What follows belongs to an exercise in optimizing a design on an open flow for small area and a short achievable clock period; a production flow would make more cautious choices. At most, simulation tests tie the RTL to the original design; equivalence was not proved. For run 1, only the layout was checked, not whether the RTL still works. Power is estimated from default activity; no workload was simulated.

File: flow/design.v
module mod_alu (
    input logic [32-1:0] pc_i,
    input logic [32-1:0] alu_operand_1_i,
    input logic [32-1:0] alu_operand_2_i,
    input logic [32-1:0] immediate_i,
    input logic c_lui_i,
    input logic c_auipc_i,
    input logic c_jal_i,
    input logic c_jalr_i,
    input logic c_br_i,
    input logic c_load_i,
    input logic c_store_i,
    input logic c_imm_i,
    input logic c_op_i,
    input logic [3-1:0] funct3_i,
    input logic f7_zero_i,   
    input logic f7_sub_i,    
    output logic [32-1:0] target_address_o,
    output logic branch_taken_o,
    output logic [32-1:0] alu_result_o
);
  logic [31:0] a, b;
  assign a = alu_operand_1_i;
  assign b = (c_op_i || c_br_i) ? alu_operand_2_i : immediate_i;
  logic sub;
  assign sub = c_br_i || ((c_op_i || c_imm_i) && funct3_i[2:1] == 2'b01)
               || (c_op_i && funct3_i == 3'b000 && f7_sub_i);
  logic [32:0] sum33;
  assign sum33 = {1'b0, a} + {1'b0, b ^ {32{sub}}} + {32'b0, sub};
  logic [31:0] sum;
  assign sum = sum33[31:0];
  logic ltu, lt;
  assign ltu = !sum33[32];
  assign lt  = (a[31] ^ b[31]) ? a[31] : ltu;
  logic eq;
  assign eq = alu_operand_1_i == alu_operand_2_i;
  logic cond;
  always_comb begin
    case (funct3_i)
      3'b000:  cond = eq;
      3'b001:  cond = !eq;
      3'b100:  cond = lt;
      3'b101:  cond = !lt;
      3'b110:  cond = ltu;
      3'b111:  cond = !ltu;
      default: cond = 1'b0;
    endcase
  end
  assign branch_taken_o = c_jal_i || c_jalr_i || (c_br_i && cond);
  logic [31:0] pc_imm, pc_4;
  assign pc_imm = pc_i + immediate_i;
  assign pc_4   = pc_i + 32'd4;
  assign target_address_o = c_jalr_i ? {sum[31:1], 1'b0} : pc_imm;
  logic [4:0] shamt;
  assign shamt = c_op_i ? alu_operand_2_i[4:0] : immediate_i[4:0];
  logic left;
  assign left = !funct3_i[2];
  logic [31:0] sh_in, sh_out, sh_res;
  always_comb begin
    for (int k = 0; k < 32; k++) sh_in[k] = left ? a[31-k] : a[k];
  end
  logic fill;
  assign fill = f7_sub_i && a[31] && !left;
  assign sh_out = 32'($signed({fill, sh_in}) >>> shamt);
  always_comb begin
    for (int k = 0; k < 32; k++) sh_res[k] = left ? sh_out[31-k] : sh_out[k];
  end
  logic sh_ok;
  assign sh_ok = left || f7_zero_i || f7_sub_i;
  always_comb begin
    alu_result_o = 32'b0;
    if (c_lui_i) alu_result_o = immediate_i;
    else if (c_auipc_i) alu_result_o = pc_imm;
    else if (c_jal_i || c_jalr_i) alu_result_o = pc_4;
    else if (c_load_i || c_store_i) alu_result_o = sum;
    else if (c_imm_i || c_op_i) begin
      case (funct3_i)
        3'b000: alu_result_o = (c_imm_i || f7_zero_i || f7_sub_i) ? sum : 32'b0;
        3'b010: alu_result_o = {31'b0, lt};
        3'b011: alu_result_o = {31'b0, ltu};
        3'b100: alu_result_o = a ^ b;
        3'b110: alu_result_o = a | b;
        3'b111: alu_result_o = a & b;
        default: alu_result_o = sh_ok ? sh_res : 32'b0;   
      endcase
    end
  end
endmodule
module mod_ex (
    input logic rst_i,
    input logic clk_i,
    input logic [32-1:0] pc_i,
    input logic [32-1:0] immediate_i,
    input logic c_lui_i,
    input logic c_auipc_i,
    input logic c_jal_i,
    input logic c_jalr_i,
    input logic c_br_i,
    input logic c_load_i,
    input logic c_store_i,
    input logic c_imm_i,
    input logic c_op_i,
    input logic [3-1:0] funct3_i,
    input logic f7_zero_i,
    input logic f7_sub_i,
    input logic f7_md_i,
    input logic [32-1:0] alu_operand_1_i,
    input logic [32-1:0] alu_operand_2_i,
    output logic [32-1:0] target_address_o,
    output logic branch_taken_o,
    output logic [32-1:0] alu_result_o,
    output logic ex_stb_o
);
  logic muldiv_stb;
  logic [32-1:0] alu_result, muldiv_data;
  logic is_md;
  assign is_md = c_op_i && f7_md_i;
  mod_alu u_alu (
      .pc_i(pc_i),
      .alu_operand_1_i(alu_operand_1_i),
      .alu_operand_2_i(alu_operand_2_i),
      .immediate_i(immediate_i),
      .c_lui_i(c_lui_i),
      .c_auipc_i(c_auipc_i),
      .c_jal_i(c_jal_i),
      .c_jalr_i(c_jalr_i),
      .c_br_i(c_br_i),
      .c_load_i(c_load_i),
      .c_store_i(c_store_i),
      .c_imm_i(c_imm_i),
      .c_op_i(c_op_i),
      .funct3_i(funct3_i),
      .f7_zero_i(f7_zero_i),
      .f7_sub_i(f7_sub_i),
      .target_address_o(target_address_o),
      .branch_taken_o(branch_taken_o),
      .alu_result_o(alu_result)
  );
  mod_muldiv u_muldiv (
      .clk_i(clk_i),
      .rst_i(rst_i),
      .is_muldiv_i(is_md),
      .funct3_i(funct3_i),
      .muldiv_rs0_i(alu_operand_1_i),
      .muldiv_rs1_i(alu_operand_2_i),
      .muldiv_stb_o(muldiv_stb),
      .muldiv_data(muldiv_data)
  );
  assign alu_result_o = is_md ? muldiv_data : alu_result;
  assign ex_stb_o = !is_md || muldiv_stb;
endmodule
module mod_mem_cache #(
    parameter int TAG_BITS  = 25,
    parameter int DATA_BITS = 32
) (
    input logic clk_i,
    input logic rst_i,
    input  logic [         4:0] rd_row_i,
    output logic [TAG_BITS-1:0] rd_tag_o,
    output logic                rd_valid_o,
    output logic [DATA_BITS-1:0] rd_data_o,
    input logic                we_i,
    input logic                inv_i,
    input logic [         4:0] wr_row_i,
    input logic [TAG_BITS-1:0] wr_tag_i,
    input logic [DATA_BITS-1:0] wr_data_i
);
  logic [31:0][TAG_BITS-1:0] tags;
  logic [31:0][DATA_BITS-1:0] datas;
  logic [31:0] valids;
  logic [31:0] rsel;
  always_comb begin
    for (int r = 0; r < 32; r++) rsel[r] = rd_row_i == r[4:0];
  end
  always_comb begin
    rd_tag_o   = '0;
    rd_data_o  = '0;
    rd_valid_o = 1'b0;
    for (int r = 0; r < 32; r++) begin
      rd_tag_o   = rd_tag_o | (tags[r] & {TAG_BITS{rsel[r]}});
      rd_data_o  = rd_data_o | (datas[r] & {DATA_BITS{rsel[r]}});
      rd_valid_o = rd_valid_o | (valids[r] & rsel[r]);
    end
  end
  always_ff @(posedge clk_i) begin
    for (int r = 0; r < 32; r++) begin
      if (we_i && wr_row_i == r[4:0]) begin
        tags[r]  <= wr_tag_i;
        datas[r] <= wr_data_i;
      end
    end
  end
  always_ff @(posedge clk_i) begin
    for (int r = 0; r < 32; r++) begin
      if (rst_i) valids[r] <= 1'b0;
      else if ((we_i || inv_i) && wr_row_i == r[4:0]) valids[r] <= we_i;
    end
  end
endmodule
module mod_mem_ctrl (
    input logic clk_i,
    input logic rst_i,
    input logic [32-1:0] instruction_address_i,
    input logic instruction_address_stb_i,
    output logic instruction_readdata_stb_o,
    input logic [32-1:0] loadstore_address_i,
    input logic loadstore_read_i,
    input logic loadstore_write_i,
    input logic [32-1:0] loadstore_writedata_i,
    input logic [4-1:0] loadstore_byteenable_i,
    output logic loadstore_stb_o,
    input logic memory_ack_i,
    output logic [32-1:0] memory_writedata_o,
    output logic [32-1:0] memory_address_o,
    output logic [4-1:0] memory_byteenable_o,
    output logic memory_write_o,
    output logic memory_strobe_o
);
  logic st_idle, st_wait_load, st_wait_store, st_wait_if, st_done_load, st_done_store, st_done_if;
  logic [31:2] addr_q;
  logic [31:0] wdata_q;
  logic [3:0] be_q;
  logic stb_q;
  logic start_store, start_load, start_if;
  assign start_store = st_idle && loadstore_write_i;
  assign start_load  = st_idle && !loadstore_write_i && loadstore_read_i;
  assign start_if    = st_idle && !loadstore_write_i && !loadstore_read_i && instruction_address_stb_i;
  logic in_wait;
  assign in_wait = st_wait_load || st_wait_store || st_wait_if;
  always_ff @(posedge clk_i) begin
    if (rst_i) begin
      st_idle       <= 1'b1;
      st_wait_load  <= 1'b0;
      st_wait_store <= 1'b0;
      st_wait_if    <= 1'b0;
      st_done_load  <= 1'b0;
      st_done_store <= 1'b0;
      st_done_if    <= 1'b0;
    end else begin
      st_idle       <= (st_idle && !loadstore_write_i && !loadstore_read_i && !instruction_address_stb_i)
                     || st_done_load || st_done_store || st_done_if;
      st_wait_load  <= start_load || (st_wait_load && !memory_ack_i);
      st_wait_store <= start_store || (st_wait_store && !memory_ack_i);
      st_wait_if    <= start_if || (st_wait_if && !memory_ack_i);
      st_done_load  <= st_wait_load && memory_ack_i;
      st_done_store <= st_wait_store && memory_ack_i;
      st_done_if    <= st_wait_if && memory_ack_i;
    end
  end
  always_ff @(posedge clk_i) begin
    if (rst_i || (in_wait && memory_ack_i)) addr_q <= '0;
    else if (start_store || start_load) addr_q <= loadstore_address_i[31:2];
    else if (start_if) addr_q <= instruction_address_i[31:2];
  end
  always_ff @(posedge clk_i) begin
    if (rst_i || (in_wait && memory_ack_i)) begin
      wdata_q <= '0;
      be_q    <= '0;
      stb_q   <= 1'b0;
    end else if (start_store || start_load || start_if) begin
      wdata_q <= start_store ? loadstore_writedata_i : '0;
      be_q    <= start_if ? 4'b1111 : loadstore_byteenable_i;
      stb_q   <= 1'b1;
    end
  end
  assign memory_address_o = {addr_q, 2'b00};
  assign memory_writedata_o = wdata_q;
  assign memory_byteenable_o = be_q;
  assign memory_write_o = st_wait_store;
  assign memory_strobe_o = stb_q;
  assign loadstore_stb_o = st_done_load || st_done_store;
  assign instruction_readdata_stb_o = st_done_if;
endmodule
module mod_mem_data_cache (
    input logic clk_i,
    input logic rst_i,
    input logic [32-1:0] address_i,   
    input logic [32-1:0] writedata_i,
    input logic read_i,
    input logic write_i,
    input logic [4-1:0] byteenable_i,
    output logic [32-1:0] readdata_o,
    output logic stb_o,
    input logic [32-1:0] memory_readdata_i,
    input logic memory_operation_stb_i,
    output logic [32-1:0] memory_address_o,
    output logic [32-1:0] memory_writedata_o,
    output logic [4-1:0] memory_byteenable_o,
    output logic memory_write_o,
    output logic memory_read_o
);
  logic st_idle, st_write, st_miss, st_done;
  logic [31:2] maddr_q;
  logic [31:0] wdata_q;
  logic [3:0] be_q;
  logic [31:0] data_q;
  logic [24:0] row_tag;
  logic row_valid;
  logic [31:0] row_data;
  logic miss_done, write_done;
  assign miss_done  = st_miss && memory_operation_stb_i;
  assign write_done = st_write && memory_operation_stb_i;
  mod_mem_cache #(.TAG_BITS(25)) u_store (
      .clk_i(clk_i),
      .rst_i(rst_i),
      .rd_row_i(address_i[6:2]),
      .rd_tag_o(row_tag),
      .rd_valid_o(row_valid),
      .rd_data_o(row_data),
      .we_i(miss_done || (write_done && be_q == 4'b1111)),
      .inv_i(write_done),
      .wr_row_i(maddr_q[6:2]),
      .wr_tag_i(maddr_q[31:7]),
      .wr_data_i(st_miss ? memory_readdata_i : wdata_q)
  );
  logic hit;
  assign hit = row_valid && (row_tag == address_i[31:7]);
  always_ff @(posedge clk_i) begin
    if (rst_i) begin
      st_idle  <= 1'b1;
      st_write <= 1'b0;
      st_miss  <= 1'b0;
      st_done  <= 1'b0;
    end else begin
      st_idle  <= st_done || (st_idle && !write_i && !read_i);
      st_write <= (st_idle && write_i) || (st_write && !memory_operation_stb_i);
      st_miss  <= (st_idle && !write_i && read_i && !hit) || (st_miss && !memory_operation_stb_i);
      st_done  <= (st_idle && !write_i && read_i && hit) || miss_done || write_done;
    end
  end
  always_ff @(posedge clk_i) begin
    if (st_idle) begin
      maddr_q <= address_i[31:2];
      wdata_q <= writedata_i;
      be_q    <= byteenable_i;
    end
  end
  always_ff @(posedge clk_i) begin
    if (!st_done) data_q <= st_miss ? memory_readdata_i : row_data;
  end
  assign stb_o = st_done;
  assign readdata_o = data_q;
  assign memory_address_o = {maddr_q, 2'b00};
  assign memory_writedata_o = wdata_q;
  assign memory_byteenable_o = be_q;
  assign memory_write_o = st_write;
  assign memory_read_o = st_miss;
endmodule
module mod_mem_instruction_cache (
    input logic clk_i,
    input logic rst_i,
    input logic abort_i,
    input logic [32-1:0] address_i,   
    input logic read_i,
    output logic [28:0] readdata_o,   
    output logic [32-1:0] address_o,
    output logic busy_o,
    input logic [32-1:0] memory_readdata_i,
    input logic memory_operation_stb_i,
    output logic [32-1:0] memory_address_o,
    output logic memory_read_o
);
  logic st_idle, st_miss, st_abort, st_done;
  logic pend_q;
  logic [31:2] maddr_q;
  logic [31:2] addr_q;
  logic [28:0] data_q;
  logic [24:0] row_tag;
  logic row_valid;
  logic [28:0] row_data;
  function automatic logic [3:0] opcode_class(input logic [6:0] op);
    case (op)
      7'b0110111:    opcode_class = 4'd1;
      7'b0010111:  opcode_class = 4'd2;
      7'b1101111:    opcode_class = 4'd3;
      7'b1100111:   opcode_class = 4'd4;
      7'b1100011: opcode_class = 4'd5;
      7'b0000011:   opcode_class = 4'd6;
      7'b0100011:  opcode_class = 4'd7;
      7'b0010011:    opcode_class = 4'd8;
      7'b0110011:     opcode_class = 4'd9;
      default:    opcode_class = 4'd0;
    endcase
  endfunction
  logic [28:0] mem_word;
  assign mem_word = {memory_readdata_i[31:7], opcode_class(memory_readdata_i[6:0])};
  mod_mem_cache #(.TAG_BITS(25), .DATA_BITS(29)) u_store (
      .clk_i(clk_i),
      .rst_i(rst_i),
      .rd_row_i(address_i[6:2]),
      .rd_tag_o(row_tag),
      .rd_valid_o(row_valid),
      .rd_data_o(row_data),
      .we_i(pend_q),
      .inv_i(1'b0),
      .wr_row_i(addr_q[6:2]),
      .wr_tag_i(addr_q[31:7]),
      .wr_data_i(data_q)
  );
  logic hit;
  assign hit = row_valid && (row_tag == address_i[31:7]);
  logic lookup, go_done_hit, go_miss, miss_done, abort_done;
  assign lookup      = st_idle && read_i;
  assign go_done_hit = lookup && hit;
  assign go_miss     = lookup && !hit;
  assign miss_done   = st_miss && memory_operation_stb_i;
  assign abort_done  = st_abort && memory_operation_stb_i;
  always_ff @(posedge clk_i) begin
    if (rst_i) begin
      st_idle  <= 1'b1;
      st_miss  <= 1'b0;
      st_abort <= 1'b0;
      st_done  <= 1'b0;
    end else begin
      st_idle  <= st_done || (st_idle && (abort_i || !read_i));
      st_miss  <= (st_idle && !abort_i && go_miss) || (st_miss && !memory_operation_stb_i && !abort_i);
      st_abort <= (st_miss && !memory_operation_stb_i && abort_i) || (st_abort && !memory_operation_stb_i);
      st_done  <= (st_idle && !abort_i && go_done_hit) || miss_done || abort_done;
    end
  end
  always_ff @(posedge clk_i) begin
    if (st_idle) maddr_q <= address_i[31:2];
  end
  always_ff @(posedge clk_i) begin
    pend_q <= !rst_i && !abort_i && miss_done;
  end
  always_ff @(posedge clk_i) begin
    if (rst_i || abort_i) begin
      data_q <= '0;
    end else if (go_done_hit) begin
      data_q <= row_data;
    end else if (go_miss || abort_done) begin
      data_q <= '0;
    end else if (miss_done) begin
      data_q <= mem_word;
    end
  end
  always_ff @(posedge clk_i) begin
    if (go_done_hit) addr_q <= address_i[31:2];
    else if (miss_done) addr_q <= maddr_q;
  end
  assign busy_o = !st_idle;
  assign readdata_o = data_q;
  assign address_o = {addr_q, 2'b00};
  assign memory_read_o = st_miss;
  assign memory_address_o = {maddr_q, 2'b00};
endmodule
module mod_muldiv (
    input logic clk_i,
    input logic rst_i,
    input logic is_muldiv_i,   
    input logic [3-1:0] funct3_i,
    input logic [32-1:0] muldiv_rs0_i,
    input logic [32-1:0] muldiv_rs1_i,
    output logic muldiv_stb_o,   
    output logic [32-1:0] muldiv_data
);
  logic [2:0] f3;
  logic [31:0] rs0, rs1;
  assign f3  = funct3_i;
  assign rs0 = muldiv_rs0_i;
  assign rs1 = muldiv_rs1_i;
  logic [2:0] prev_f3;
  logic [31:0] prev_rs0, prev_rs1;
  logic ops_eq, f3_eq, pair;
  assign ops_eq = (prev_rs0 == rs0) && (prev_rs1 == rs1);
  assign f3_eq  = prev_f3 == f3;
  always_comb begin
    case (f3)
      3'b000:  pair = prev_f3 == 3'b001;
      3'b001:  pair = prev_f3 == 3'b000;
      3'b100:  pair = prev_f3 == 3'b110;
      3'b110:  pair = prev_f3 == 3'b100;
      3'b101:  pair = prev_f3 == 3'b111;
      3'b111:  pair = prev_f3 == 3'b101;
      default: pair = 1'b0;
    endcase
  end
  logic trigger;
  assign trigger = !(ops_eq && (f3_eq || (is_muldiv_i && pair)));
  always_ff @(posedge clk_i) begin
    if (is_muldiv_i && trigger) begin
      prev_f3  <= f3;
      prev_rs0 <= rs0;
      prev_rs1 <= rs1;
    end
  end
  logic s0, s1;
  assign s0 = f3[2] ? (!f3[0] && rs0[31]) : ((f3[1:0] != 2'b11) && rs0[31]);
  assign s1 = f3[2] ? (!f3[0] && rs1[31]) : (!f3[1] && rs1[31]);
  logic [31:0] y0, y1, m0, m1;
  assign y0 = rs0 ^ {32{s0}};
  assign y1 = rs1 ^ {32{s1}};
  assign m0 = y0 + {31'b0, s0};
  assign m1 = y1 + {31'b0, s1};
  function automatic logic [4:0] highest_pos(input logic [31:0] d);
    highest_pos = 5'd0;
    for (int k = 0; k < 32; k++) if (d[k]) highest_pos = k[4:0];
  endfunction
  function automatic logic carries_out_top(input logic [31:0] x);
    carries_out_top = !x[0];
    for (int k = 0; k < 31; k++) if (x[k] && !x[k+1]) carries_out_top = 1'b0;
  endfunction
  logic [4:0] hp0, hp1;
  assign hp0 = highest_pos(y0) + {4'b0, s0 && carries_out_top(rs0)};
  assign hp1 = highest_pos(y1) + {4'b0, s1 && carries_out_top(rs1)};
  logic m0_zero, m1_zero;
  assign m0_zero = rs0 == 32'b0;
  assign m1_zero = rs1 == 32'b0;
  logic [32:0] yd;
  assign yd = {1'b0, y0} - {1'b0, y1};
  logic yd_neg, yd_zero, yd_m1;
  assign yd_neg  = yd[32];
  assign yd_zero = y0 == y1;
  assign yd_m1   = yd == 33'h1FFFFFFFF;
  logic m_lt;
  always_comb begin
    case ({s0, s1})
      2'b10:   m_lt = yd_neg && !yd_m1;
      2'b01:   m_lt = yd_neg || yd_zero;
      default: m_lt = yd_neg;
    endcase
  end
  logic direct;
  assign direct = f3[2] ? (m1_zero || m_lt) : (m0_zero || m1_zero);
  logic hpc;   
  assign hpc = hp0 < hp1;
  logic mul_done, mul_sw;
  logic [2:0] mul_k;
  logic [31:0] mul_x, mul_y;
  logic [63:0] acc;
  logic [3:0] nib;
  assign nib = mul_sw ? mul_x[{mul_k, 2'b00}+:4] : mul_y[{mul_k, 2'b00}+:4];
  logic [31:0] mul_a;
  assign mul_a = mul_sw ? mul_y : mul_x;
  logic [63:0] acc_step;
  assign acc_step = {acc[59:0], 4'b0} + nib * mul_a;
  always_ff @(posedge clk_i) begin
    if (rst_i) begin
      mul_done   <= 1'b0;
      mul_sw     <= 1'b0;
      mul_k      <= 3'd0;
      mul_y[3:0] <= 4'd0;
      acc        <= 64'd0;
    end else if (trigger) begin
      mul_done <= direct;
      mul_sw   <= hpc;
      mul_k    <= hpc ? hp0[4:2] : hp1[4:2];
      mul_x    <= m0;
      mul_y    <= m1;
      acc      <= 64'd0;
    end else if (!mul_done) begin
      acc <= acc_step;
      if (mul_k == 3'd0) mul_done <= 1'b1;
      mul_k <= mul_k - 3'd1;
    end
  end
  logic [5:0] div_j;
  logic [31:0] dvd, dvs, quo;
  logic div_first;
  logic [4:0] div_rot, div_top;
  logic [31:0] dvs_rot, align_mask, dvs_eff;
  assign dvs_rot = ({dvs, dvs} << div_rot) >> 32;
  always_comb begin
    for (int k = 0; k < 32; k++) align_mask[k] = (k[4:0] <= div_top);
  end
  assign dvs_eff = div_first ? (dvs_rot & align_mask) : dvs;
  logic [32:0] dvd_diff;
  assign dvd_diff = {1'b0, dvd} - {1'b0, dvs_eff};
  logic ge;
  assign ge = !dvd_diff[32];
  always_ff @(posedge clk_i) begin
    if (rst_i) begin
      div_j     <= 6'd0;
      dvd       <= 32'd0;
      dvs       <= 32'd0;
      quo       <= 32'd0;
      div_first <= 1'b0;
    end else if (trigger) begin
      dvd       <= m0;
      div_first <= !direct;
      if (direct) begin
        div_j <= 6'd32;
        dvs   <= 32'd0;
        quo   <= m1_zero ? (s0 ? 32'd1 : 32'hFFFFFFFF) : 32'd0;
      end else begin
        div_j <= {1'b0, hp1} + 6'd31 - {1'b0, hp0};
        dvs   <= m1;
        quo   <= 32'd0;
      end
    end else if (div_j != 6'd32) begin
      quo       <= {quo[30:0], ge};
      if (ge) dvd <= dvd_diff[31:0];
      dvs       <= dvs_eff >> 1;
      div_j     <= div_j + 6'd1;
      div_first <= 1'b0;
    end
  end
  always_ff @(posedge clk_i) begin
    if (trigger) begin
      div_rot <= hp0 - hp1;
      div_top <= hp0;
    end
  end
  logic mul_hi, neg;
  assign mul_hi = !f3[2] && (f3[1:0] != 2'b00);
  assign neg = (f3[2] && f3[1]) ? s0 : (s0 ^ s1);
  logic [31:0] sel;
  logic cin;
  always_comb begin
    case (f3)
      3'b000:  sel = acc[31:0];
      3'b001, 3'b010, 3'b011: sel = acc[63:32];
      3'b100, 3'b101: sel = quo;
      default: sel = dvd;
    endcase
  end
  assign cin = mul_hi ? (acc[31:0] == 32'b0) : 1'b1;
  assign muldiv_data = neg ? (~sel + {31'b0, cin}) : sel;
  assign muldiv_stb_o = !trigger && (f3[2] ? (div_j == 6'd32) : mul_done);
endmodule
module mod_pc (
    input logic clk_i,
    input logic rst_i,
    input  logic             stall_i,
    input  logic [32-1:0] pc_i,
    input  logic             pc_stb_i,
    output logic [32-1:0] pc_o
);
  logic [32-1:1] pc;
  assign pc_o = {pc, 1'b0};
  logic pc_zero;
  assign pc_zero = pc == '0;
  always_ff @(posedge clk_i) begin
    if (rst_i) begin
      pc <= 32'hBFC00000 >> 1;
    end else if (pc_zero) begin
      pc <= '0;
    end else if (pc_stb_i) begin
      pc <= pc_i[32-1:1];
    end else if (!stall_i) begin
      pc <= pc + 2;
    end
  end
endmodule
module mod_reg_file (
    input  logic                       clk_i,
    input  logic                       rst_i,
    input  logic                       write_enable_i,
    input  logic [5-1:0] read_addr_1_i,
    input  logic [5-1:0] read_addr_2_i,
    input  logic [5-1:0] write_addr_i,
    input  logic [          32-1:0] write_val_i,
    output logic [          32-1:0] reg_1_o,
    output logic [          32-1:0] reg_2_o,
    output logic [          32-1:0] register_a0
);
  logic [31:1][32-1:0] registers;
  logic [32-1:0] wval;
  assign wval = rst_i ? '0 : write_val_i;
  always_ff @(posedge clk_i) begin
    for (int r = 1; r < 32; r++) begin
      if (rst_i || (write_enable_i && write_addr_i == r[4:0])) registers[r] <= wval;
    end
  end
  always_comb begin
    reg_1_o = '0;
    reg_2_o = '0;
    for (int r = 1; r < 32; r++) begin
      reg_1_o = reg_1_o | (registers[r] & {32{read_addr_1_i == r[4:0]}});
      reg_2_o = reg_2_o | (registers[r] & {32{read_addr_2_i == r[4:0]}});
    end
  end
  assign register_a0 = registers[10];
endmodule
module mod_cpu (
    input logic clk_i,
    input logic rst_i,
    output logic [31:0] register_a0,
    output logic [31:0] wb_adr_o,
    input logic [31:0] wb_dat_i,
    output logic [31:0] wb_dat_o,
    output logic wb_we_o,
    output logic [3:0] wb_sel_o,
    output logic wb_stb_o,
    input logic wb_ack_i,
    output logic wb_cyc_o
);
  logic mem_stall, ex_stall, if_stall_req, lw_hazard;
  logic pc_stall;   
  logic ex_branch_taken;
  logic [32-1:0] ex_target_address;
  logic [32-1:0] pc;
  logic [32-1:0] id_pc;
  logic [28:0] id_instr;   
  logic ex_c_lui, ex_c_auipc, ex_c_jal, ex_c_jalr, ex_c_br, ex_c_load, ex_c_store, ex_c_imm, ex_c_op;
  logic [2:0] ex_funct3;
  logic ex_f7_zero, ex_f7_sub, ex_f7_md;
  logic [32-1:0] ex_reg_1, ex_reg_2, ex_immediate, ex_pc;
  logic [4:0] ex_rs1, ex_rs2, ex_rd;
  logic mem_reg_write_en, mem_load, mem_store;
  logic [2:0] mem_funct3;
  logic [4:0] mem_rd;
  logic [32-1:0] mem_alu_out, mem_reg_2;
  logic wb_reg_write_en;
  logic [4:0] wb_rd;
  logic [32-1:0] wb_value;
  logic ic_busy;
  logic [28:0] ic_readdata;
  logic [32-1:0] ic_readdata_address;
  logic [32-1:0] ic_mem_address;
  logic ic_mem_read, ic_mem_stb;
  logic dc_stb;
  logic [32-1:0] dc_readdata, dc_writedata;
  logic [3:0] dc_byteenable;
  logic [32-1:0] dc_mem_address, dc_mem_writedata;
  logic [3:0] dc_mem_byteenable;
  logic dc_mem_write, dc_mem_read, dc_mem_stb;
  mod_mem_ctrl u_mem_ctrl (
      .clk_i(clk_i),
      .rst_i(rst_i),
      .instruction_address_i(ic_mem_address),
      .instruction_address_stb_i(ic_mem_read),
      .instruction_readdata_stb_o(ic_mem_stb),
      .loadstore_address_i(dc_mem_address),
      .loadstore_read_i(dc_mem_read),
      .loadstore_write_i(dc_mem_write),
      .loadstore_writedata_i(dc_mem_writedata),
      .loadstore_byteenable_i(dc_mem_byteenable),
      .loadstore_stb_o(dc_mem_stb),
      .memory_ack_i(wb_ack_i),
      .memory_writedata_o(wb_dat_o),
      .memory_address_o(wb_adr_o),
      .memory_byteenable_o(wb_sel_o),
      .memory_write_o(wb_we_o),
      .memory_strobe_o(wb_stb_o)
  );
  assign wb_cyc_o = wb_stb_o;
  mod_pc u_mod_pc (
      .clk_i(clk_i),
      .rst_i(rst_i),
      .stall_i(pc_stall || lw_hazard),
      .pc_i(ex_target_address),
      .pc_stb_i(ex_branch_taken),
      .pc_o(pc)
  );
  logic is_instruction_read;
  assign is_instruction_read = !ex_branch_taken && (!pc_stall || pc == 32'hBFC00000);
  mod_mem_instruction_cache u_mod_mem_instruction_cache (
      .clk_i(clk_i),
      .rst_i(rst_i),
      .abort_i(ex_branch_taken),
      .address_i({pc[31:2], 2'b00}),
      .read_i(is_instruction_read),
      .readdata_o(ic_readdata),
      .address_o(ic_readdata_address),
      .busy_o(ic_busy),
      .memory_readdata_i(wb_dat_i),
      .memory_operation_stb_i(ic_mem_stb),
      .memory_address_o(ic_mem_address),
      .memory_read_o(ic_mem_read)
  );
  logic if2id_stall;
  assign if2id_stall = pc_stall || lw_hazard;
  always_ff @(posedge clk_i) begin
    if (rst_i || ex_branch_taken || (if2id_stall && !(mem_stall || ex_stall))) begin
      id_instr <= '0;
    end else if (!if2id_stall) begin
      id_instr <= ic_readdata;
    end
  end
  always_ff @(posedge clk_i) begin
    if (!if2id_stall) id_pc <= ic_readdata_address;
  end
  logic [32-1:0] id_ins;   
  assign id_ins = {id_instr[28:4], 7'b0};
  logic [3:0] id_code;
  assign id_code = id_instr[3:0];
  logic [2:0] id_funct3;
  logic [6:0] id_funct7;
  logic [4:0] id_rs1, id_rs2, id_rd;
  assign id_funct3 = id_ins[14:12];
  assign id_funct7 = id_ins[31:25];
  assign id_rs1 = id_ins[19:15];
  assign id_rs2 = id_ins[24:20];
  assign id_rd = id_ins[11:7];
  logic id_c_lui, id_c_auipc, id_c_jal, id_c_jalr, id_c_br, id_c_load, id_c_store, id_c_imm, id_c_op;
  assign id_c_lui   = id_code == 4'd1;
  assign id_c_auipc = id_code == 4'd2;
  assign id_c_jal   = id_code == 4'd3;
  assign id_c_jalr  = id_code == 4'd4;
  assign id_c_br    = id_code == 4'd5;
  assign id_c_load  = id_code == 4'd6;
  assign id_c_store = id_code == 4'd7;
  assign id_c_imm   = id_code == 4'd8;
  assign id_c_op    = id_code == 4'd9;
  logic id_alu_op2_src;
  assign id_alu_op2_src = id_c_lui || id_c_auipc || id_c_imm || id_c_load || id_c_store
                          || id_c_jal || id_c_jalr;
  logic [4:0] id_rs2_muxed;
  assign id_rs2_muxed = id_alu_op2_src ? 5'd0 : id_rs2;
  logic [32-1:0] id_immediate;
  always_comb begin
    if (id_c_imm || id_c_load || id_c_jalr) id_immediate = {{20{id_ins[31]}}, id_ins[31:20]};
    else if (id_c_store) id_immediate = {{20{id_ins[31]}}, id_ins[31:25], id_ins[11:7]};
    else if (id_c_br)
      id_immediate = {{20{id_ins[31]}}, id_ins[7], id_ins[30:25], id_ins[11:8], 1'b0};
    else if (id_c_lui || id_c_auipc) id_immediate = {id_ins[31:12], 12'b0};
    else if (id_c_jal)
      id_immediate = {{12{id_ins[31]}}, id_ins[19:12], id_ins[20], id_ins[30:21], 1'b0};
    else id_immediate = '0;
  end
  logic [32-1:0] id_reg_1_data, id_reg_2_data, id_reg_1_fwd, id_reg_2_fwd;
  mod_reg_file u_mod_reg_file (
      .clk_i(clk_i),
      .rst_i(rst_i),
      .read_addr_1_i(id_rs1),
      .read_addr_2_i(id_rs2),
      .write_enable_i(wb_reg_write_en),
      .write_addr_i(wb_rd),
      .write_val_i(wb_value),
      .reg_1_o(id_reg_1_data),
      .reg_2_o(id_reg_2_data),
      .register_a0(register_a0)
  );
  assign id_reg_1_fwd = (wb_reg_write_en && id_rs1 == wb_rd) ? wb_value : id_reg_1_data;
  assign id_reg_2_fwd = (wb_reg_write_en && id_rs2 == wb_rd) ? wb_value : id_reg_2_data;
  assign lw_hazard = ((id_rs1 == ex_rs1 && id_rs1 != 0) || (id_rs2 == ex_rs2 && ex_rs2 != 0))
                     && ex_c_load;
  always_ff @(posedge clk_i) begin
    if (rst_i || lw_hazard || ex_branch_taken) begin
      ex_c_lui     <= 1'b0;
      ex_c_auipc   <= 1'b0;
      ex_c_jal     <= 1'b0;
      ex_c_jalr    <= 1'b0;
      ex_c_br      <= 1'b0;
      ex_c_load    <= 1'b0;
      ex_c_store   <= 1'b0;
      ex_c_imm     <= 1'b0;
      ex_c_op      <= 1'b0;
      ex_funct3    <= '0;
      ex_reg_1     <= '0;
      ex_reg_2     <= '0;
      ex_rs1       <= '0;
      ex_rs2       <= '0;
      ex_rd        <= '0;
    end else if (!(mem_stall || ex_stall)) begin
      ex_c_lui     <= id_c_lui;
      ex_c_auipc   <= id_c_auipc;
      ex_c_jal     <= id_c_jal;
      ex_c_jalr    <= id_c_jalr;
      ex_c_br      <= id_c_br;
      ex_c_load    <= id_c_load;
      ex_c_store   <= id_c_store;
      ex_c_imm     <= id_c_imm;
      ex_c_op      <= id_c_op;
      ex_funct3    <= id_funct3;
      ex_reg_1     <= id_reg_1_fwd;
      ex_reg_2     <= id_reg_2_fwd;
      ex_rs1       <= id_rs1;
      ex_rs2       <= id_rs2_muxed;
      ex_rd        <= id_rd;
    end
  end
  always_ff @(posedge clk_i) begin
    if (!(mem_stall || ex_stall)) begin
      ex_f7_zero   <= id_funct7 == 7'b0000000;
      ex_f7_sub    <= id_funct7 == 7'b0100000;
      ex_f7_md     <= id_funct7 == 7'b0000001;
      ex_immediate <= id_immediate;
      ex_pc        <= id_pc;
    end
  end
  logic fw1_m, fw2_m, fw1_w, fw2_w;
  logic ex_reg_write_en;
  assign ex_reg_write_en = ex_c_lui || ex_c_auipc || ex_c_imm || ex_c_op || ex_c_load
                           || ex_c_jal || ex_c_jalr;
  function automatic logic [1:0] fw_sel(input logic m_wen, input logic [4:0] m_rd,
                                        input logic w_wen, input logic [4:0] w_rd,
                                        input logic [4:0] rs);
    if (m_wen && m_rd != 0) fw_sel = {m_rd == rs, 1'b0};
    else if (w_wen && w_rd != 0) fw_sel = {1'b0, w_rd == rs && m_rd != rs};
    else fw_sel = 2'b00;
  endfunction
  logic [1:0] fw1_go, fw2_go, fw1_ex, fw2_ex;
  assign fw1_go = fw_sel(ex_reg_write_en, ex_rd, mem_reg_write_en, mem_rd, id_rs1);
  assign fw2_go = fw_sel(ex_reg_write_en, ex_rd, mem_reg_write_en, mem_rd, id_rs2_muxed);
  assign fw1_ex = fw_sel(1'b0, 5'd0, mem_reg_write_en, mem_rd, ex_rs1);
  assign fw2_ex = fw_sel(1'b0, 5'd0, mem_reg_write_en, mem_rd, ex_rs2);
  always_ff @(posedge clk_i) begin
    if (rst_i || lw_hazard || ex_branch_taken) begin
      {fw1_m, fw1_w} <= 2'b00;
      {fw2_m, fw2_w} <= 2'b00;
    end else if (!mem_stall) begin
      {fw1_m, fw1_w} <= ex_stall ? fw1_ex : fw1_go;
      {fw2_m, fw2_w} <= ex_stall ? fw2_ex : fw2_go;
    end
  end
  logic [32-1:0] ex_op1, ex_op2;
  assign ex_op1 = fw1_m ? mem_alu_out : fw1_w ? wb_value : ex_reg_1;
  assign ex_op2 = fw2_m ? mem_alu_out : fw2_w ? wb_value : ex_reg_2;
  logic [32-1:0] ex_alu_result;
  logic ex_stb;
  mod_ex u_mod_ex (
      .rst_i(rst_i),
      .clk_i(clk_i),
      .pc_i(ex_pc),
      .immediate_i(ex_immediate),
      .c_lui_i(ex_c_lui),
      .c_auipc_i(ex_c_auipc),
      .c_jal_i(ex_c_jal),
      .c_jalr_i(ex_c_jalr),
      .c_br_i(ex_c_br),
      .c_load_i(ex_c_load),
      .c_store_i(ex_c_store),
      .c_imm_i(ex_c_imm),
      .c_op_i(ex_c_op),
      .funct3_i(ex_funct3),
      .f7_zero_i(ex_f7_zero),
      .f7_sub_i(ex_f7_sub),
      .f7_md_i(ex_f7_md),
      .alu_operand_1_i(ex_op1),
      .alu_operand_2_i(ex_op2),
      .target_address_o(ex_target_address),
      .branch_taken_o(ex_branch_taken),
      .alu_result_o(ex_alu_result),
      .ex_stb_o(ex_stb)
  );
  always_ff @(posedge clk_i) begin
    if (rst_i || (ex_stall && !mem_stall)) begin
      mem_reg_write_en <= 1'b0;
      mem_load         <= 1'b0;
      mem_store        <= 1'b0;
      mem_funct3       <= '0;
      mem_rd           <= '0;
      mem_alu_out      <= '0;
      mem_reg_2        <= '0;
    end else if (!(mem_stall || ex_stall)) begin
      mem_reg_write_en <= ex_reg_write_en;
      mem_load         <= ex_c_load;
      mem_store        <= ex_c_store;
      mem_funct3       <= ex_funct3;
      mem_rd           <= ex_rd;
      mem_alu_out      <= ex_alu_result;
      mem_reg_2        <= ex_op2;
    end
  end
  logic [1:0] mem_off;
  assign mem_off = mem_alu_out[1:0];
  always_comb begin
    case (mem_funct3)
      3'b000, 3'b100: dc_byteenable = 4'b0001 << mem_off;
      3'b001, 3'b101: dc_byteenable = 4'b0011 << mem_off;
      3'b010: dc_byteenable = 4'b1111;
      default: dc_byteenable = 4'b0000;
    endcase
  end
  always_comb begin
    case (mem_funct3)
      3'b000: begin
        case (mem_off)
          2'd3: dc_writedata = {mem_reg_2[7:0], 24'b0};
          2'd2: dc_writedata = {8'b0, mem_reg_2[7:0], 16'b0};
          2'd1: dc_writedata = {16'b0, mem_reg_2[7:0], 8'b0};
          default: dc_writedata = {24'b0, mem_reg_2[7:0]};
        endcase
      end
      3'b001: dc_writedata = (mem_off == 2'd0) ? {16'b0, mem_reg_2[15:0]} : {mem_reg_2[15:0], 16'b0};
      3'b010: dc_writedata = mem_reg_2;
      default: dc_writedata = '0;
    endcase
  end
  mod_mem_data_cache u_mod_mem_data_cache (
      .clk_i(clk_i),
      .rst_i(rst_i),
      .address_i({mem_alu_out[31:2], 2'b00}),
      .writedata_i(dc_writedata),
      .read_i(mem_load),
      .write_i(mem_store),
      .byteenable_i(dc_byteenable),
      .readdata_o(dc_readdata),
      .stb_o(dc_stb),
      .memory_readdata_i(wb_dat_i),
      .memory_operation_stb_i(dc_mem_stb),
      .memory_address_o(dc_mem_address),
      .memory_writedata_o(dc_mem_writedata),
      .memory_byteenable_o(dc_mem_byteenable),
      .memory_write_o(dc_mem_write),
      .memory_read_o(dc_mem_read)
  );
  logic [32-1:0] mem_loaded_value;
  logic [7:0] ld_byte;
  logic [15:0] ld_half;
  always_comb begin
    case (mem_off)
      2'd0: ld_byte = dc_readdata[7:0];
      2'd1: ld_byte = dc_readdata[15:8];
      2'd2: ld_byte = dc_readdata[23:16];
      default: ld_byte = dc_readdata[31:24];
    endcase
    ld_half = (mem_off == 2'd0) ? dc_readdata[15:0] : dc_readdata[31:16];
    case (mem_funct3)
      3'b000: mem_loaded_value = {{24{ld_byte[7]}}, ld_byte};
      3'b001: mem_loaded_value = {{16{ld_half[15]}}, ld_half};
      3'b010: mem_loaded_value = dc_readdata;
      3'b100: mem_loaded_value = {24'b0, ld_byte};
      3'b101: mem_loaded_value = {16'b0, ld_half};
      default: mem_loaded_value = '0;
    endcase
  end
  always_ff @(posedge clk_i) begin
    if (rst_i) begin
      wb_reg_write_en <= 1'b0;
      wb_rd           <= '0;
      wb_value        <= '0;
    end else if (!mem_stall) begin
      wb_reg_write_en <= mem_reg_write_en;
      wb_rd           <= mem_rd;
      wb_value        <= mem_load ? mem_loaded_value : mem_alu_out;
    end
  end
  assign mem_stall = !dc_stb && (mem_load || mem_store);
  assign ex_stall = !ex_stb;
  assign if_stall_req = ic_busy || id_c_br || id_c_jal || id_c_jalr;
  assign pc_stall = mem_stall || ex_stall || if_stall_req;
endmodule
File: flow/flow/run.sh
#!/bin/bash
# Layout: the standard flow (standard.sh), unchanged except that every
# setup repair (after floorplan, CTS and global routing) aims for a slack
# margin well above zero. The clock period and all constraints stay as they
# are; the margin only makes the resizer shorten the critical paths, which
# lowers the period the layout achieves.
export SETUP_SLACK_MARGIN=13.5
bash standard.sh finish > standard.log 2>&1
File: flow/standard.sh
#!/bin/bash
# synth_recipe.tcl (not shown) runs the flow's synth.tcl, then flattens the netlist and writes it again
# the make line also repeats each setting of config.mk as NAME=value (left out here)
make -C /OpenROAD-flow-scripts/flow DESIGN_CONFIG=/design/flow/config.mk WORK_HOME=/design/flow/orfs CLKGATE_MAP_FILE= SYNTH_SCRIPT=/design/flow/synth_recipe.tcl "${@:-finish}"
File: flow/config.mk
export PLATFORM = sky130hd
export DESIGN_NAME = mod_cpu
export DESIGN_NICKNAME = mod_cpu
export VERILOG_FILES = /design/flow/design.v
export SDC_FILE = /design/flow/constraint.sdc
export NUM_CORES = 8
export LEC_CHECK = 0
export CAP_MARGIN = 20
export CORE_MARGIN = 2
export CORE_UTILIZATION = 30
export PLACE_DENSITY = 0.45
export SLEW_MARGIN = 20
File: flow/constraint.sdc
create_clock -name core_clock -period 20.0 [get_ports {clk_i}]
set_input_delay 4.0000 -clock core_clock [delete_from_list [all_inputs] [get_ports {clk_i}]]
set_output_delay 4.0000 -clock core_clock [all_outputs]
set_load 0.01 [all_outputs]
==> run notes, run 1 <==
top_reg_cell synth=edfxtp_1; critical path arrival=around 7.6 ns; gpl congestion=just under 1; PortBufs=around 140; CTS Buffer Depth=4; Net count, final=~19,000; EDFF count, synth=slightly below 5,000; Final Max Tran Viols=0; Worst Setup Path Type=register to register; reg-to-reg slack, setup=between 10 and 15 ns; Chip Height=904 um; CTS sink cnt=between 5,000 and 6,000; fin cells=29,757; initial antenna violation count=112; share of layout cells above drive strength 1=about 14%; Slew HR=~11%; Core Area=roughly 0.81 mm^2; vias in the first global route=171,889; number of hold buffers added after CTS=0; Final ANT Viol Nets=0; max frequency=roughly 0.15 GHz; Mapped Area=0.243 mm^2; IO Pins=~140; # DRC=0; number of synthesized register bits=between 5,000 and 6,000; register area share after synthesis=66.1%; WL final=around 1,200,000 um; unrepaired setup endpoints after global routing=no; Worst Max-Slew Pin Slew=1.33 ns; Initial Util=30.1%; fin crit share=approximately a third; post-DR vias/cell=6.21; Final setup viols=0; die area=~0.82 mm^2; via count=184,731; Rows=330; first-pass GRT wire length=1,620,000 um; leakage power=between 0.09 and 0.1 uW; Crit Path Max Fanout=17; Reg clk slew, reported paths=roughly 0.07 ns; TritonCTS clock tree=built; largest net degree at the start of global routing=84; Period minus WS final=between 6 and 7 ns; clk latency of the worst-skew pair=1.17 ns; Layout Skew=0.127 ns; H-tree Lvls=6; peak supply drop=between 0.0001 and 0.00015 V; initial drt markers=31,791; 1st-pass router iterations=11; final hold violations=0; async set-reset flop share out of synthesis=0%; post-route setup slack=~13 ns; # placed instances=28,480; global route overflow=0; Critical Path Start Type=register; syn_area_per_cell=about 13 um^2; final core utilization=about a third; CTS root buffer=clkbuf_16; HPWL Detailed=approximately 760,000 um; setup_tns=0 ns; Die X=904 um; min-delay worst type=register to register; total track usage=between 20% and 30%; CTS buffer count=623; Post-Synthesis Cells=between 15,000 and 20,000; WL/cell=41.4 um; post-place setup slack=around 11 ns; CP endpoint kind=register; area grow syn2layout=16.5%; total of max-cap violations=0; WP data required=approximately 21 ns; pwr/cell area=around 110 mW/mm^2; Synth Warn #=10; synth unique cells=approximately 100; run status=finished clean
kinds of logic (layout without fill, tap and decap cells):
| kind of cell | after synthesis | after routing | share of synthesized area [%] |
|---|---|---|---|
| simple gates | 4157 | 4160 | 8.27 |
| fa+ha+maj | 362 | 362 | 2.17 |
| compound gates | 5175 | 5175 | 15.5 |
| flops | 5554 | 5554 | 66.1 |
| mux | 615 | 618 | 3.21 |
| other cells | 1 | 56 | 0.00154 |
| buf+inv | 1654 | 2499 | 2.70 |
| xor+xnor | 543 | 543 | 1.96 |
layout make-up:
class	count	area [um^2]
fill	78429	524000
inverter	352	1380
clock buffer	804	16500
sequential	5554	161000
timing repair buffer	1017	8770
multi-input combinational	10860	78700
antenna	54	135
tap	10790	13500
clock inverter	326	3200
through the flow:
stage                     hold WS [ns]  power, uW  cell area (um^2)
after floorplan                  0.382      16800            243000
after global placement           0.401      19400            261000
after detailed placement         0.402      19400            261000
after CTS                        0.415      30800            282000
after global routing             0.421      31700            283000
final                            0.415      30900            283000
power by group:
group	internal (uW)	leakage (uW)	switching [uW]
logic	1960	0.0333	4160
registers	13000	0.0520	436
clock network	6290	0.00952	5060
total	21300	0.0948	9650
synthesized netlist by cell type, types with 347 or more instances:
cell type	count	area, um^2
a21oi_1	668	3340
a221oi_1	381	3340
a22o_1	347	3040
a22oi_1	1815	13600
clkbuf_1	985	3700
dfxtp_1	620	12400
edfxtp_1	4934	148000
nand2_1	1142	4290
nand4_1	477	2980
nor2_1	1042	3910
o21ai_0	543	2720
xnor2_1	352	3080
per-layer routing:
layer  track usage, %  wire [um]
met3             6.09     124000
met5            0.127        537
met4             12.7      66000
met2             44.0     540000
met1             39.6     502000
placed cells by master (no fill, tap or decap), types with 304 or more instances in the layout:
master / instances
nand3_1: 339
dfxtp_1: 575
nor3_1: 314
a22oi_1: 1815
a21oi_1: 657
nand2_1: 1121
a221oi_1: 379
clkbuf_16: 634
nand4_1: 477
o21ai_0: 510
nor2_1: 883
a22o_1: 347
xnor2_1: 340
inv_1: 304
edfxtp_1: 4934
buf_4: 805
state kept, by name, indices dropped and copies added, names as in the netlist, 64 cells and up, named ones only:
| signal | flops |
|---|---|
| u_mod_reg_file.registers | 992 |
| u_mod_ex.u_muldiv.acc | 64 |
| u_mod_mem_data_cache.u_store.datas | 1024 |
| u_mod_mem_data_cache.u_store.tags | 800 |
| u_mod_mem_instruction_cache.u_store.tags | 800 |
| u_mod_mem_instruction_cache.u_store.datas | 928 |
critical path, cell delays in order (launching register included):
cell and delay [ns]:
dfxtp_4 0.42, buf_12 0.20, mux2i_1 0.25, o21a_1 0.56, clkinv_1 0.64, xnor2_1 0.63, ha_1 0.39, a21o_1 0.33
a211o_1 0.31, a2111oi_0 0.16, a221oi_1 0.31, nand4_1 0.12, nor4b_1 0.52, nand4_1 0.23, or3_4 0.39, o31ai_4 0.29
buf_12 0.21, nand2_1 0.13, o221a_2 0.33
path summary, 6_finish.rpt:
kind                       startpoint                                 endpoint  cells after the start
hold reg to reg   id_pc[20]$_DFFE_PP_                      ex_pc[20]$_DFFE_PP_                      0
setup reg to reg   fw2_w$_SDFFE_PP0N_  u_mod_ex.u_muldiv.div_j[5]$_SDFFE_PP0P_                     18
hold / removal    id_pc[20]$_DFFE_PP_                      ex_pc[20]$_DFFE_PP_                      0
setup / recovery   fw2_w$_SDFFE_PP0N_  u_mod_ex.u_muldiv.div_j[5]$_SDFFE_PP0P_                     18
timing repair:
item | CTS | global route
pin swaps | 11 | 26
hold endpoints to repair | 0 | 0
endpoints found under the setup margin | 434 | 306
buffers inserted | 31 | 35
cloned | 13 | 5
gates resized for setup | 124 | 89
==> run 2, diff against run 1 <==
--- a/flow/design.v
+++ b/flow/design.v
@@ -290,10 +290,6 @@
     output logic memory_read_o
 );
   logic st_idle, st_write, st_miss, st_done;
-  logic [31:2] maddr_q;
-  logic [31:0] wdata_q;
-  logic [3:0] be_q;
-  logic [31:0] data_q;
   logic [24:0] row_tag;
   logic row_valid;
   logic [31:0] row_data;
@@ -307,11 +303,11 @@
       .rd_tag_o(row_tag),
       .rd_valid_o(row_valid),
       .rd_data_o(row_data),
-      .we_i(miss_done || (write_done && be_q == 4'b1111)),
+      .we_i(miss_done || (write_done && byteenable_i == 4'b1111)),
       .inv_i(write_done),
-      .wr_row_i(maddr_q[6:2]),
-      .wr_tag_i(maddr_q[31:7]),
-      .wr_data_i(st_miss ? memory_readdata_i : wdata_q)
+      .wr_row_i(address_i[6:2]),
+      .wr_tag_i(address_i[31:7]),
+      .wr_data_i(st_miss ? memory_readdata_i : writedata_i)
   );
   logic hit;
   assign hit = row_valid && (row_tag == address_i[31:7]);
@@ -328,21 +324,11 @@
       st_done  <= (st_idle && !write_i && read_i && hit) || miss_done || write_done;
     end
   end
-  always_ff @(posedge clk_i) begin
-    if (st_idle) begin
-      maddr_q <= address_i[31:2];
-      wdata_q <= writedata_i;
-      be_q    <= byteenable_i;
-    end
-  end
-  always_ff @(posedge clk_i) begin
-    if (!st_done) data_q <= st_miss ? memory_readdata_i : row_data;
-  end
   assign stb_o = st_done;
-  assign readdata_o = data_q;
-  assign memory_address_o = {maddr_q, 2'b00};
-  assign memory_writedata_o = wdata_q;
-  assign memory_byteenable_o = be_q;
+  assign readdata_o = row_data;
+  assign memory_address_o = {address_i[31:2], 2'b00};
+  assign memory_writedata_o = writedata_i;
+  assign memory_byteenable_o = byteenable_i;
   assign memory_write_o = st_write;
   assign memory_read_o = st_miss;
 endmodule
--- a/flow/flow/run.sh
+++ b/flow/flow/run.sh
@@ -4,5 +4,5 @@
 # margin well above zero. The clock period and all constraints stay as they
 # are; the margin only makes the resizer shorten the critical paths, which
 # lowers the period the layout achieves.
-export SETUP_SLACK_MARGIN=13.5
+export SETUP_SLACK_MARGIN=14.5
 bash standard.sh finish > standard.log 2>&1
--- a/flow/config.mk
+++ b/flow/config.mk
@@ -7,6 +7,6 @@
 export LEC_CHECK = 0
 export CAP_MARGIN = 20
 export CORE_MARGIN = 2
-export CORE_UTILIZATION = 30
-export PLACE_DENSITY = 0.45
+export CORE_UTILIZATION = 45
+export PLACE_DENSITY = 0.6
 export SLEW_MARGIN = 20
==> run notes, run 2 <==
Crit Path Max Fanout=7; Core Area=around 0.53 mm^2; Worst Setup Path Type=register to register; setup_tns=0 ns; Rows=~270; fin crit share=30.9%; Worst setup endpoint=u_mod_ex.u_muldiv.acc[23]$_SDFFE_PP0N_; final hold violations=0; # DRC=0; CTS sink cnt=about 5,500; via count=185,791; die area=around 0.54 mm^2; initial drt markers=36,076; Net count, final=18,726; first-pass GRT wire length=1,470,000 um; global route overflow=0; Die X=732 um; post-DR vias/cell=a little over 7; number of hold buffers added after CTS=0; H-tree Lvls=6; post-place setup slack=roughly 12 ns; Post-Synthesis Cells=17,804; total of max-cap violations=1; CTS buffer count=576; Reg clk slew, reported paths=approximately 0.06 ns; HPWL Detailed=around 650,000 um; r2r startpoint=u_mod_ex.u_muldiv.mul_y[30]$_DFFE_PP_; top_reg_cell synth=edfxtp_1; initial antenna violation count=62; peak supply drop=0.000100 V; WL final=1,110,000 um; Chip Height=about 730 um; WP data required=between 20 and 25 ns; # placed instances=24,271; worst reg2reg path endpoint=u_mod_ex.u_muldiv.acc[23]$_SDFFE_PP0N_; leakage power=around 0.095 uW; top-count cell post-synth=edfxtp_1; EDFF count, synth=4,836; CTS root buffer=clkbuf_16; most instantiated cells after synthesis=edfxtp_1 (4,836), a22oi_1 (1,747), nand2_1 (1,233), nor2_1 (1,017), clkbuf_1 (925); Yosys top cell by area=edfxtp_1; Worst Setup SP=u_mod_ex.u_muldiv.mul_y[30]$_DFFE_PP_; total track usage=between 30% and 40%; share of layout cells above drive strength 1=between 10% and 20%; Largest regs=u_mod_mem_data_cache.u_store.datas: 1024 flops, u_mod_reg_file.registers: 992 flops, u_mod_mem_instruction_cache.u_store.datas: 928 flops; Final setup viols=0; WL/cell=~43 um; vias in the first global route=~170k; PortBufs=between 100 and 150; run status=failed layout checks; 1st-pass router iterations=11; path depth of the worst reg2reg path=23; fin cells=25,817; Final Power=26,800 uW; critical path arrival=between 7 and 8 ns; unrepaired setup endpoints after global routing=yes; reg-to-reg slack, setup=about 14 ns; synth unique cells=around 110; gpl congestion=approximately 1.1; Hold Startpoint=id_pc[13]$_DFFE_PP_; min-delay worst type=register to register; max frequency=between 0.15 and 0.2 GHz; CTS Buffer Depth=4; Top reg by flops=u_mod_mem_data_cache.u_store.datas; multi-input logic area=about 0.080 mm^2; area grow syn2layout=16.7%; Final Max Tran Viols=7; Layout Skew=approximately 0.11 ns; most common cell after layout, fill and taps aside=edfxtp_1; TritonCTS clock tree=built; syn_area_per_cell=between 10 and 15 um^2; synth top area cells=edfxtp_1 (61%), a22oi_1 (5.5%), dfxtp_1 (5.2%); Storage cell area=roughly 0.16 mm^2; pwr/cell area=just under 100 mW/mm^2; Worst Max-Slew Pin Slew=1.50 ns; Critical Path Start Type=register; clk latency of the worst-skew pair=1.17 ns; # fillers=between 40,000 and 50,000; number of synthesized register bits=between 5,000 and 6,000; Final ANT Viol Nets=0; Fail Reasons=capacitance limit, slew limit; IO Pins=138; Synth Warn #=10; most frequent cells in the layout=edfxtp_1 (4,836), a22oi_1 (1,745), nand2_1 (1,198), nor2_1 (879), buf_4 (858); Slew HR=-0.675%; top-area cell type share of the netlist area=between 60 and 70%; async set-reset flop share out of synthesis=0%; Largest register FFs=1,024; CP endpoint kind=register; Period minus WS final=~6.2 ns; Mapped Area=around 0.24 mm^2; register area share after synthesis=about two thirds; largest net degree at the start of global routing=84; Initial Util=45.2%; post-route setup slack=roughly 14 ns
run 2: cell types whose count changed in the layout (fill, tap and decap cells not counted), moves of 57 or more:
cell	delta
xnor2_1	-57
dfxtp_1	-101
edfxtp_1	-98
and3_1	-90
nand2_1	+77
a22o_1	+60
clkdlybuf4s50_1	-93
o21ai_0	-106
nand3_1	-77
a22oi_1	-70
buf_6	+160
dfxtp_4	+60
inv_1	-82
run 2: worst min path at each step:
stage	to	slack, ns	cells past startpoint
global route	ex_pc[19]$_DFFE_PP_	0.42	0
global placement	u_mod_mem_instruction_cache.st_idle$_SDFF_PP1_	0.40	2
finish	ex_pc[13]$_DFFE_PP_	0.42	0
CTS	ex_pc[27]$_DFFE_PP_	0.41	0
floorplan	u_mod_mem_instruction_cache.st_idle$_SDFF_PP1_	0.38	2
detailed placement	u_mod_mem_instruction_cache.st_idle$_SDFF_PP1_	0.40	2
run 2: cell type report:
class	instances	share of cell area [%]
Multi-Input combinational cell	10755	28.7
Inverter	321	0.519
Tap cell	6994	3.14
Clock buffer	766	5.64
Sequential cell	5456	56.7
Timing Repair Buffer	1222	4.23
Antenna cell	27	0.0242
Clock inverter	275	1.02
Timing Repair inverter	1	0.00180
run 2: per-layer routing:
metal	wire, um	GRT usage (%)	share of wire, %
met1	398000	52.1	36
met2	463000	57.2	42
met3	162000	12.4	15
met4	85300	23.2	7.7
met5	521	0.0623	0.047
run 2: cell families after synthesis:
kind of cell	Yosys count	synth area share (%)
AOI/OAI and AO/OA	5116	15.7
xor gates and xnor gates	528	1.94
adders and majority gates	359	2.19
buffers and inverters	1613	2.69
DFF	5456	66.0
muxes	606	3.16
other	1	0.00157
and+or+nand+nor	4125	8.25
run 2: metrics by stage:
step	area, um^2	utilization (%)	hold slack, ns
after global routing	279000	52.7	0.424
after global placement	251000	47.4	0.402
after CTS	275000	52.1	0.406
after floorplan	239000	-	0.382
final	279000	52.7	0.416
after detailed placement	251000	47.4	0.402
run 2: worst max-delay path, cell delays in order, from the launching register on:
cell and delay (ns):
edfxtp_1 0.52, mux4_2 0.57, mux4_2 0.59, nand2_2 0.10
fa_1 0.42, inv_2 0.07, fa_1 0.42, fa_1 0.54
ha_4 0.22, a21o_1 0.19, a211o_1 0.25, a21o_1 0.18
or4_4 0.42, o22a_4 0.28, buf_4 0.14, buf_4 0.13
buf_6 0.12, a21bo_4 0.22, a21oi_2 0.12, nor2_1 0.05
nor2_1 0.12, xnor2_1 0.16, nand2_1 0.07, a21oi_1 0.15
run 2: where the power goes:
group          switching (uW)  leakage, uW  internal [uW]
Sequential                208       0.0506          12500
Combinational            2110       0.0355           1330
Clock                    4720      0.00898           5980
Total                    7050       0.0951          19800
run 2: what timing repair did:
item                       in CTS  in global routing
buffers inserted              308                101
cloned                         39                 18
pin swaps                     123                184
setup endpoints to repair    1664                686
gates resized for setup      1176                354
==> run 3, diff against run 2 <==
--- a/flow/design.v
+++ b/flow/design.v
@@ -513,32 +513,51 @@
   assign hpc = hp0 < hp1;
   logic mul_done, mul_sw;
   logic [2:0] mul_k;
+  logic [3:0] nib;
   logic [31:0] mul_x, mul_y;
   logic [63:0] acc;
-  logic [3:0] nib;
-  assign nib = mul_sw ? mul_x[{mul_k, 2'b00}+:4] : mul_y[{mul_k, 2'b00}+:4];
-  logic [31:0] mul_a;
+  function automatic logic [6:0] top_nibble(input logic [31:0] m);
+    logic [7:0] nz;
+    logic seen;
+    for (int j = 0; j < 8; j++) nz[j] = |m[4*j+:4];
+    top_nibble = 7'd0;
+    seen = 1'b0;
+    for (int j = 7; j >= 0; j--) begin
+      if (nz[j] && !seen) top_nibble = {j[2:0], m[4*j+:4]};
+      seen = seen | nz[j];
+    end
+  endfunction
+  logic [6:0] top0, top1, top_b;
+  assign top0 = top_nibble(m0);
+  assign top1 = top_nibble(m1);
+  assign top_b = hpc ? top0 : top1;
+  logic [31:0] mul_a, mul_b;
   assign mul_a = mul_sw ? mul_y : mul_x;
+  assign mul_b = mul_sw ? mul_x : mul_y;
+  logic [2:0] mul_k_next;
+  assign mul_k_next = mul_k - 3'd1;
   logic [63:0] acc_step;
   assign acc_step = {acc[59:0], 4'b0} + nib * mul_a;
   always_ff @(posedge clk_i) begin
     if (rst_i) begin
-      mul_done   <= 1'b0;
-      mul_sw     <= 1'b0;
-      mul_k      <= 3'd0;
-      mul_y[3:0] <= 4'd0;
-      acc        <= 64'd0;
+      mul_done <= 1'b0;
+      mul_sw   <= 1'b0;
+      mul_k    <= 3'd0;
+      nib      <= 4'd0;
+      acc      <= 64'd0;
     end else if (trigger) begin
       mul_done <= direct;
       mul_sw   <= hpc;
-      mul_k    <= hpc ? hp0[4:2] : hp1[4:2];
+      mul_k    <= top_b[6:4];
+      nib      <= top_b[3:0];
       mul_x    <= m0;
       mul_y    <= m1;
       acc      <= 64'd0;
     end else if (!mul_done) begin
       acc <= acc_step;
       if (mul_k == 3'd0) mul_done <= 1'b1;
-      mul_k <= mul_k - 3'd1;
+      mul_k <= mul_k_next;
+      nib   <= mul_b[{mul_k_next, 2'b00}+:4];
     end
   end
   logic [5:0] div_j;
==> flow/flow/run.sh (replaced) <==
#!/bin/bash
# Layout: the standard flow (standard.sh), unchanged except that every
# setup repair (after floorplan, CTS and global routing) aims for a slack
# margin well above zero, and does not clone gates (cloning once overloaded a
# driver past its max slew / max capacitance). The clock period and all
# constraints stay as they are; the margin only makes the resizer shorten the
# critical paths, which lowers the period the layout achieves.
export SETUP_SLACK_MARGIN=14.2
export SKIP_GATE_CLONING=1
bash standard.sh finish > standard.log 2>&1
--- a/flow/config.mk
+++ b/flow/config.mk
@@ -7,6 +7,9 @@
 export LEC_CHECK = 0
 export CAP_MARGIN = 20
 export CORE_MARGIN = 2
-export CORE_UTILIZATION = 45
-export PLACE_DENSITY = 0.6
+export CORE_UTILIZATION = 50
+export CTS_BUF_LIST = sky130_fd_sc_hd__clkbuf_16
+export CTS_CLUSTER_DIAMETER = 80
+export CTS_CLUSTER_SIZE = 24
+export PLACE_DENSITY = 0.65
 export SLEW_MARGIN = 20
==> run notes, run 3 <==
Worst Max-Slew Pin Slew=roughly 1.4 ns; most instantiated cells after synthesis=edfxtp_1 (4,840), a22oi_1 (1,821), nor2_1 (1,154), nand2_1 (1,093), clkbuf_1 (865); Net Switching=about 4600 uW; top-count cell post-synth=edfxtp_1; vias in the first global route=about 160k; CTS buffer count=roughly 290; IO Pins=between 100 and 150; most used cell, CP=buf_4; async set-reset flop share out of synthesis=0%; most frequent cells in the layout=edfxtp_1 (4,840), a22oi_1 (1,821), nand2_1 (1,079), nor2_1 (1,016), buf_4 (714); critical path arrival=a little under 7 ns; WP data required=between 20 and 25 ns; number of hold buffers added after CTS=0; crit-path max cell delay=around 0.93 ns; WL final=between 1,000,000 and 1,500,000 um; CTS sink cnt=5,460; WL/cell=43.2 um; fin cells=about 24,000; Period minus WS final=roughly 6.1 ns; Chip Height=692 um; Yosys top cell by area=edfxtp_1; post-DR vias/cell=between 7 and 8; Initial Util=between 50% and 60%; Final ANT Viol Nets=0; clk latency of the worst-skew pair=around 1.1 ns; min-delay worst type=register to register; global route overflow=0; via count=between 150k and 200k; Buf+Inv Stages, Crit Path=4; Worst Setup Path Type=register to register; Layout Skew=between 0.1 and 0.15 ns; total track usage=41.6%; fin crit share=a little under a third; Final Max Tran Viols=0; pwr/cell area=between 70 and 80 mW/mm^2; unrepaired setup endpoints after global routing=yes; # placed instances=between 20,000 and 25,000; critical path's top delay family=compound AO/OA/AOI/OAI gates; first-pass GRT wire length=about 1,400,000 um; Crit Path Max Fanout=26; initial antenna violation count=78; synth top area cells=edfxtp_1 (61%), a22oi_1 (5.8%), dfxtp_1 (5.2%); Rows=between 200 and 300; EDFF count, synth=between 4,000 and 5,000; syn_area_per_cell=approximately 13 um^2; Mapped Area=0.237 mm^2; initial drt markers=between 30,000 and 40,000; most common cell after layout, fill and taps aside=edfxtp_1; CP endpoint kind=register; leakage power=around 0.086 uW; clock power share=approximately 34%; Reg clk slew, reported paths=approximately 0.10 ns; peak supply drop=roughly 0.000080 V; area grow syn2layout=10.4%; HPWL Detailed=between 600,000 and 700,000 um; PortBufs=between 100 and 150; Largest regs=u_mod_mem_data_cache.u_store.datas: 1024 flops, u_mod_reg_file.registers: 992 flops, u_mod_mem_instruction_cache.u_store.datas: 928 flops; sequential share of power=between 60% and 70%; synth unique cells=128; Net Sw Frac=roughly 23%; Post-Synthesis Cells=~18,000; number of synthesized register bits=approximately 5,500; Logic pwr share=a little under 4%; total of max-cap violations=0; final hold violations=0; Core Area=approximately 0.47 mm^2; CTS Buffer Depth=4; Slowest-stage cell, CP=a31oi_1; max frequency=between 0.15 and 0.2 GHz; top_reg_cell synth=edfxtp_1; Net count, final=17,990; gpl congestion=1.08; top-area cell type share of the netlist area=between 60 and 70%; largest net degree at the start of global routing=around 140; setup_tns=0 ns; register area share after synthesis=between 60% and 70%; Slew HR=around 9%; run status=finished clean; Top reg by flops=u_mod_mem_data_cache.u_store.datas; CTS root buffer=clkbuf_16; die area=0.479 mm^2; Largest register FFs=1,024; 1st-pass router iterations=12; Critical Path Start Type=register; H-tree Lvls=5; internal power=15,500 uW; Die X=a little under 700 um; Synth Warn #=10; share of layout cells above drive strength 1=about an eighth; crit-path cells=buf_12 -> and2_2 -> buf_4 -> a22oi_1 -> nor4_1 -> nand4_1 -> nor4_4 -> buf_4 -> a21oi_1 -> a21oi_2 -> buf_4 -> o221ai_1 -> a31oi_1; TritonCTS clock tree=built; Final setup viols=0; # DRC=0
[run 3: changes by cell type in the layout (fill, tap and decap cells not counted), moves of 64 or more]
cell       change
mux2_2        -67
clkbuf_16    -303
clkinv_1      -99
nor2_1       +137
a22oi_1       +76
buf_6        -126
nand2_1      -119
buf_4        -144
diode_2       +68
clkbuf_1     -148
xnor2_1       +64
inv_1        +108
clkinv_2      -75
[run 3: worst register-to-register path, stage by stage, from the launching register on]
cell and delay, ns:
dfxtp_1 0.44, buf_12 0.24, and2_2 0.45, buf_4 0.34, a22oi_1 0.33, nor4_1 0.34, nand4_1 0.24, nor4_4 0.50
buf_4 0.57, a21oi_1 0.42, a21oi_2 0.20, buf_4 0.35, o221ai_1 0.42, a31oi_1 0.93
[run 3: worst paths after layout]
path,slack [ns],end,cells after the start,from
max,13.95,mem_alu_out[3]$_SDFFE_PP0P_,13,ex_c_op$_SDFFE_PP0P_
min,0.33,ex_pc[31]$_DFFE_PP_,0,id_pc[31]$_DFFE_PP_
max reg2reg,13.95,mem_alu_out[3]$_SDFFE_PP0P_,13,ex_c_op$_SDFFE_PP0P_
min reg2reg,0.33,ex_pc[31]$_DFFE_PP_,0,id_pc[31]$_DFFE_PP_
[run 3: routing by layer]
metal	track usage (%)	wire length, um	vias to the layer above
met5	0.630	679	-
li1	-	-	69746
met1	54.6	359000	90162
met4	23.9	78200	42
met2	59.0	429000	17687
met3	15.8	173000	3966
[run 3: logic make-up after synthesis]
kind of cell	after synthesis	share of synthesized area [%]
flops	5460	66.6
compound gates	5068	15.7
simple gates	4048	8.19
buf+inv	1582	2.72
xor+xnor	564	2.09
mux	471	2.50
fa+ha+maj	362	2.22
other cells	1	0.00158
[run 3: stage by stage]
step	total power (uW)	hold WS (ns)	util (%)	area (um^2)	setup slack [ns]
2_1_floorplan	13000	0.393	-	237000	14.16
3_3_place_gp	13400	0.402	52.5	248000	12.06
3_5_place_dp	13400	0.405	52.5	248000	12.08
4_1_cts	20000	0.332	54.8	258000	14.17
5_1_grt	20400	0.369	55.4	261000	14.02
6_report	20100	0.331	55.5	262000	13.95
[run 3: cell type report]
class / count / area [um^2]
Antenna cell: 95 / 238
Clock buffer: 301 / 7530
Clock inverter: 165 / 1580
Fill cell: 38074 / 210000
Inverter: 334 / 1450
Multi-Input combinational cell: 10515 / 76100
Sequential cell: 5460 / 158000
Tap cell: 6223 / 7790
Timing Repair Buffer: 988 / 8900
[run 3: what timing repair did]
action                                  CTS  global route
buffers inserted                         90           128
gates resized for setup                 592           317
endpoints found under the setup margin  552           685
pin swaps                                17            47
[run 3: power by group through the flow]
stage	combinational, uW	sequential (uW)	clock, uW
CTS	717	12400	6810
floorplan	353	12700	0
global placement	696	12700	0
global route	787	12400	7180
finish	781	12400	6860
detailed placement	702	12700	0

## separate check: timing with driven ports
The results above use ideal ports. As a check the final layouts listed here were re-extracted and re-timed, cells and wires unchanged.
Step 1: set_driving_cell puts a clkbuf_16 on clk_i and a buf_2 on each other input, an assumption about the parent block.
Step 2 moves the port delays by t, midway between the first and last clock arrival at a register: inputs arrive t later, outputs are due t later. That takes back most of the time a late clock gives input paths.
a / b / c = no drivers / after step 1 / after step 2; a / b = the first two.
run	t (ns)	setup WS [ns]	hold WS [ns]	worst slew at a driven data input, ns	cell pins on the clock port's net
run 1	1.278	13.429 / 13.367 / 12.526	0.415 / 0.415 / 0.415	0.27	1
run 2	1.254	13.823 / 13.823 / 13.176	0.416 / 0.416 / 0.416	0.23	1
run 3	1.157	13.947 / 13.947 / 12.953	0.331 / 0.331 / 0.331	0.51	1
For run 3, which loses most, drivers alone change the setup slack by 0.000 ns; drivers and shift together by -0.994 ns.
